This is an optimization exercise on Yosys and OpenROAD, whose aim is small area, not a production implementation.
Only simulation tests tie the RTL to the original design; equivalence was not proved.

08-19:
==> flow/design.v <==
module FrequencyDetector(MAX10_CLK1_50, KEY, HEX0, HEX1, HEX2, HEX3, HEX4, HEX5, LEDR, SW, GPIO);
	input MAX10_CLK1_50;
	input [1:0] KEY;
	output [6:0] HEX0, HEX1, HEX2, HEX3, HEX4, HEX5;
	output [9:0] LEDR;
	input [9:0] SW;
	input [34:0] GPIO;
	wire clk = MAX10_CLK1_50;
	wire rst = SW[1];
	wire sig = SW[0] ? KEY[1] : ~GPIO[0];
	reg ef, eb, ep;
	reg [25:0] cnt, P, W;
	reg pz, wz;
	wire wrap = ((cnt & 26'd50000001) == 26'd50000001);
	wire clr = rst | ep | wrap;
	wire [26:0] ci;			 
	wire [25:0] cnt_nx;		 
	assign ci[0] = 1'b1;
	genvar i;
	generate
		for (i = 0; i < 26; i = i + 1) begin : inc
			assign cnt_nx[i] = ~clr & (cnt[i] ^ ci[i]);
			assign ci[i + 1] = cnt[i] & ci[i];
		end
	endgenerate
	wire ldp = ~rst & ~ef & eb;
	wire ldw = ~rst & ef & ~eb;
	always @(posedge clk) begin
		cnt <= cnt_nx;
		if (~rst) begin
			ef <= sig;
			eb <= ef;
			ep <= ~ef & eb;
		end
		if (ldp) P <= cnt;
		if (ldw) W <= cnt_nx;
		if (rst | ldp) pz <= rst;
		if (rst | ldw) wz <= rst;
	end
	reg [5:0] st;			 
	always @(posedge clk) st <= st + 6'd1;
	wire ph = st[5];
	wire [4:0] t = st[4:0];
	wire first = (t == 5'd0);
	wire pnz = ~pz & (|P);
	wire mhz = pnz & (P <= 26'd50);
	wire khz = ~pz & (P > 26'd50) & (P <= 26'd50000);
	wire hz = ~mhz & ~khz;
	wire [31:0] N = mhz ? 32'd50 : khz ? 32'd50000 : 32'd50000000;
	wire nbit = N[~t];
	wire wb = (t >= 5'd2 && t <= 5'd27) ? (W[t - 5'd2] & ~wz) : 1'b0;
	reg [3:0] dl;
	reg [1:0] cy;
	wire [2:0] xs = wb + dl[2] + dl[3] + (first ? 2'd0 : cy);
	always @(posedge clk) begin
		dl <= {dl[2:0], wb};
		cy <= xs[2:1];
	end
	reg [31:0] ring;
	always @(posedge clk) ring <= {ph ? ring[0] : xs[0], ring[31:1]};
	wire [15:0] odd = {ring[31], ring[29], ring[27], ring[25], ring[23], ring[21], ring[19], ring[17],
	                   ring[15], ring[13], ring[11], ring[9], ring[7], ring[5], ring[3], ring[1]};
	wire rbit = odd[~t[3:0]];
	wire x = ph ? rbit : nbit;
	reg [25:0] R;
	wire [26:0] T = {(first ? 26'd0 : R), x};
	wire [27:0] b;			 
	wire [26:0] D;
	assign b[0] = 1'b0;
	generate
		for (i = 0; i < 27; i = i + 1) begin : sub
			wire p = (i < 26) ? P[i] : 1'b0;
			assign D[i] = T[i] ^ p ^ b[i];
			assign b[i + 1] = (~T[i] & p) | (~(T[i] ^ p) & b[i]);
		end
	endgenerate
	wire ge = ~b[27] & pnz;
	always @(posedge clk) R <= ge ? D[25:0] : T[25:0];
	wire q = ge & ~(ph & (t < 5'd5));	 
	reg [3:0] r1, r2, h;
	wire g1, g2;
	wire [2:0] m1, m2;
	stage10 s1(.r(r1), .clr(first), .g(g1), .m(m1));
	stage10 s2(.r(r2), .clr(first), .g(g2), .m(m2));
	always @(posedge clk) begin
		r1 <= {m1, q};
		r2 <= {m2, g1};
		h <= {h[2:0], g2};
	end
	reg [3:0] d0, d1, d2, d3, d4, d5;
	reg [2:0] led;
	always @(posedge clk) begin
		if (first) begin
			if (ph) begin
				d5 <= r1;
				d4 <= r2;
				d3 <= h;
				led <= rst ? 3'b000 : {hz, khz, mhz};
			end else begin
				d2 <= r1;
				d1 <= r2;
				d0 <= h;
			end
		end
	end
	function [6:0] seg;
		input [3:0] d;
		seg = (d == 4'd0) ? 7'b1000000 :
		      (d == 4'd1) ? 7'b1111001 :
		      (d == 4'd2) ? 7'b0100100 :
		      (d == 4'd3) ? 7'b0110000 :
		      (d == 4'd4) ? 7'b0011001 :
		      (d == 4'd5) ? 7'b0010010 :
		      (d == 4'd6) ? 7'b0000010 :
		      (d == 4'd7) ? 7'b1111000 :
		      (d == 4'd8) ? 7'b0000000 :
		      (d == 4'd9) ? 7'b0011000 : 7'b1111110;
	endfunction
	function [6:0] segd;
		input [3:0] d;
		reg A, B, C, D;
		begin
			{A, B, C, D} = d;
			segd[0] = (~A & ~B & ~C & D) | (B & ~C & ~D);
			segd[1] = B & (C ^ D);
			segd[2] = ~B & C & ~D;
			segd[3] = (~B & ~C & D) | (B & ~C & ~D) | (B & C & D);
			segd[4] = D | (B & ~C);
			segd[5] = (~A & ~B & D) | (~B & C) | (C & D);
			segd[6] = (~A & ~B & ~C) | (B & C & D);
		end
	endfunction
	function [6:0] segm;
		input [3:0] r;
		reg c2, c1, c0, b;
		begin
			{c2, c1, c0, b} = r;
			segm[0] = (~c1 & b) | (c2 & c0 & ~b);
			segm[1] = (~c2 & ~c0 & ~b) | (c2 & c0 & b);
			segm[2] = ~c2 & c1 & c0 & ~b;
			segm[3] = (~c0 & b) | (~c1 & b) | (c2 & c0 & ~b);
			segm[4] = b | (c2 & c0);
			segm[5] = (~c2 & b) | (~c2 & c1 & c0);
			segm[6] = ~c1 | (~c2 & ~c0 & b);
		end
	endfunction
	assign HEX0 = segm(d2);
	assign HEX1 = segm(d1);
	assign HEX2 = seg(d0);
	assign HEX3 = segm(d5);
	assign HEX4 = segm(d4);
	assign HEX5 = segd(d3);
	assign LEDR = {7'b0000000, led};
endmodule
module stage10(r, clr, g, m);
	input [3:0] r;
	input clr;
	output g;
	output [2:0] m;
	wire c2 = r[3], c1 = r[2], c0 = r[1], b = r[0];
	assign g = ~clr & (~c0 | (c2 & b));
	assign m[2] = ~clr & ((~c0 & b) | (c1 & c0 & ~b));
	assign m[1] = ~clr & (~c0 | (c1 & ~b) | (~c2 & b));
	assign m[0] = clr | ~c1 | (~c2 & ~b) | (~c2 & ~c0) | (c2 & c0 & b);
endmodule
==> flow/config.mk <==
export PLATFORM = sky130hd
export DESIGN_NAME = FrequencyDetector
export DESIGN_NICKNAME = FrequencyDetector
export VERILOG_FILES = /design/flow/design.v
export SDC_FILE = /design/flow/constraint.sdc
export NUM_CORES = 4
export LEC_CHECK = 0
export CAP_MARGIN = 20
export CORE_MARGIN = 2
export CORE_UTILIZATION = 40
export SLEW_MARGIN = 20
==> flow/constraint.sdc <==
create_clock -name core_clock -period 115.0 [get_ports {MAX10_CLK1_50}]
set_input_delay 23.0000 -clock core_clock [delete_from_list [all_inputs] [get_ports {MAX10_CLK1_50}]]
set_output_delay 23.0000 -clock core_clock [all_outputs]
set_load 0.01 [all_outputs]
standard.sh (not shown) runs the stock make flow with config.mk's settings and CLKGATE_MAP_FILE= SYNTH_SCRIPT=/design/flow/synth_recipe.tcl, a recipe that flattens the netlist after the stock synthesis.
==> flow/flow/run.sh <==
#!/bin/bash
# The standard ORFS layout (standard.sh), with two changes made through
# ORFS's own variables: the port buffers use the smallest buffer cell, and
# clock tree synthesis uses clkbuf_8 and inserts no dummy loads.
# make's full output goes to make_flow.log; ORFS keeps each step's log
# under orfs/logs/.
set -euo pipefail
export BUFFER_PORTS_ARGS="-buffer_cell sky130_fd_sc_hd__buf_1"
export CTS_ARGS="-sink_clustering_enable -repair_clock_nets -dont_use_dummy_load -buf_list {sky130_fd_sc_hd__clkbuf_8}"
bash standard.sh > make_flow.log 2>&1
### 08-19 -> 05-05
--- a/flow/design.v
+++ b/flow/design.v
@@ -88,15 +88,15 @@
 		h <= {h[2:0], g2};
 	end
 	reg [3:0] d0, d1, d2, d3, d4, d5;
 	reg [2:0] led;
+	always @(posedge clk) led <= {hz & ~rst, khz, mhz};
 	always @(posedge clk) begin
 		if (first) begin
 			if (ph) begin
 				d5 <= r1;
 				d4 <= r2;
 				d3 <= h;
-				led <= rst ? 3'b000 : {hz, khz, mhz};
 			end else begin
 				d2 <= r1;
 				d1 <= r2;
 				d0 <= h;
### Flow results
- Total routed wirelength, 05-05 and 08-19: smaller value in 05-05
- Changes observed in 05-05 relative to 08-19: synthesized cell count decreased by about 5% relative to the old numbers; floorplan die width closely matched the old numbers; netlist area before placement decreased by 0.58% relative to the old numbers.
- Against 08-19, 05-05 comes in 1.0 points higher on met2 demand-to-capacity share in global routing.

==> re-timing with driven ports <==
In the flow no input, the clock included, has a driving cell. The finished layouts below were timed again as built, in two steps. Step 1: set_driving_cell puts a clkbuf_16 on MAX10_CLK1_50 and a buf_2 on each other input, an assumption about the parent block. Step 2 also shifts input and output timing later by t, the mid clock arrival at the registers, as if the neighbouring blocks saw the same clock. Three values: ideal ports, drivers, drivers and shift; two values: the first two.
run | shift t [ns] | setup slack, ns | worst setup path at the end | slew at the worst register clock pin (ns)
08-19 | 0.485 | 90.246 / 90.207 / 90.685 | input to register | 0.10 / 0.10
05-05 | 0.472 | 90.354 / 90.320 / 90.394 | input to register | 0.09 / 0.09
After both steps setup and hold are still met in every run listed.
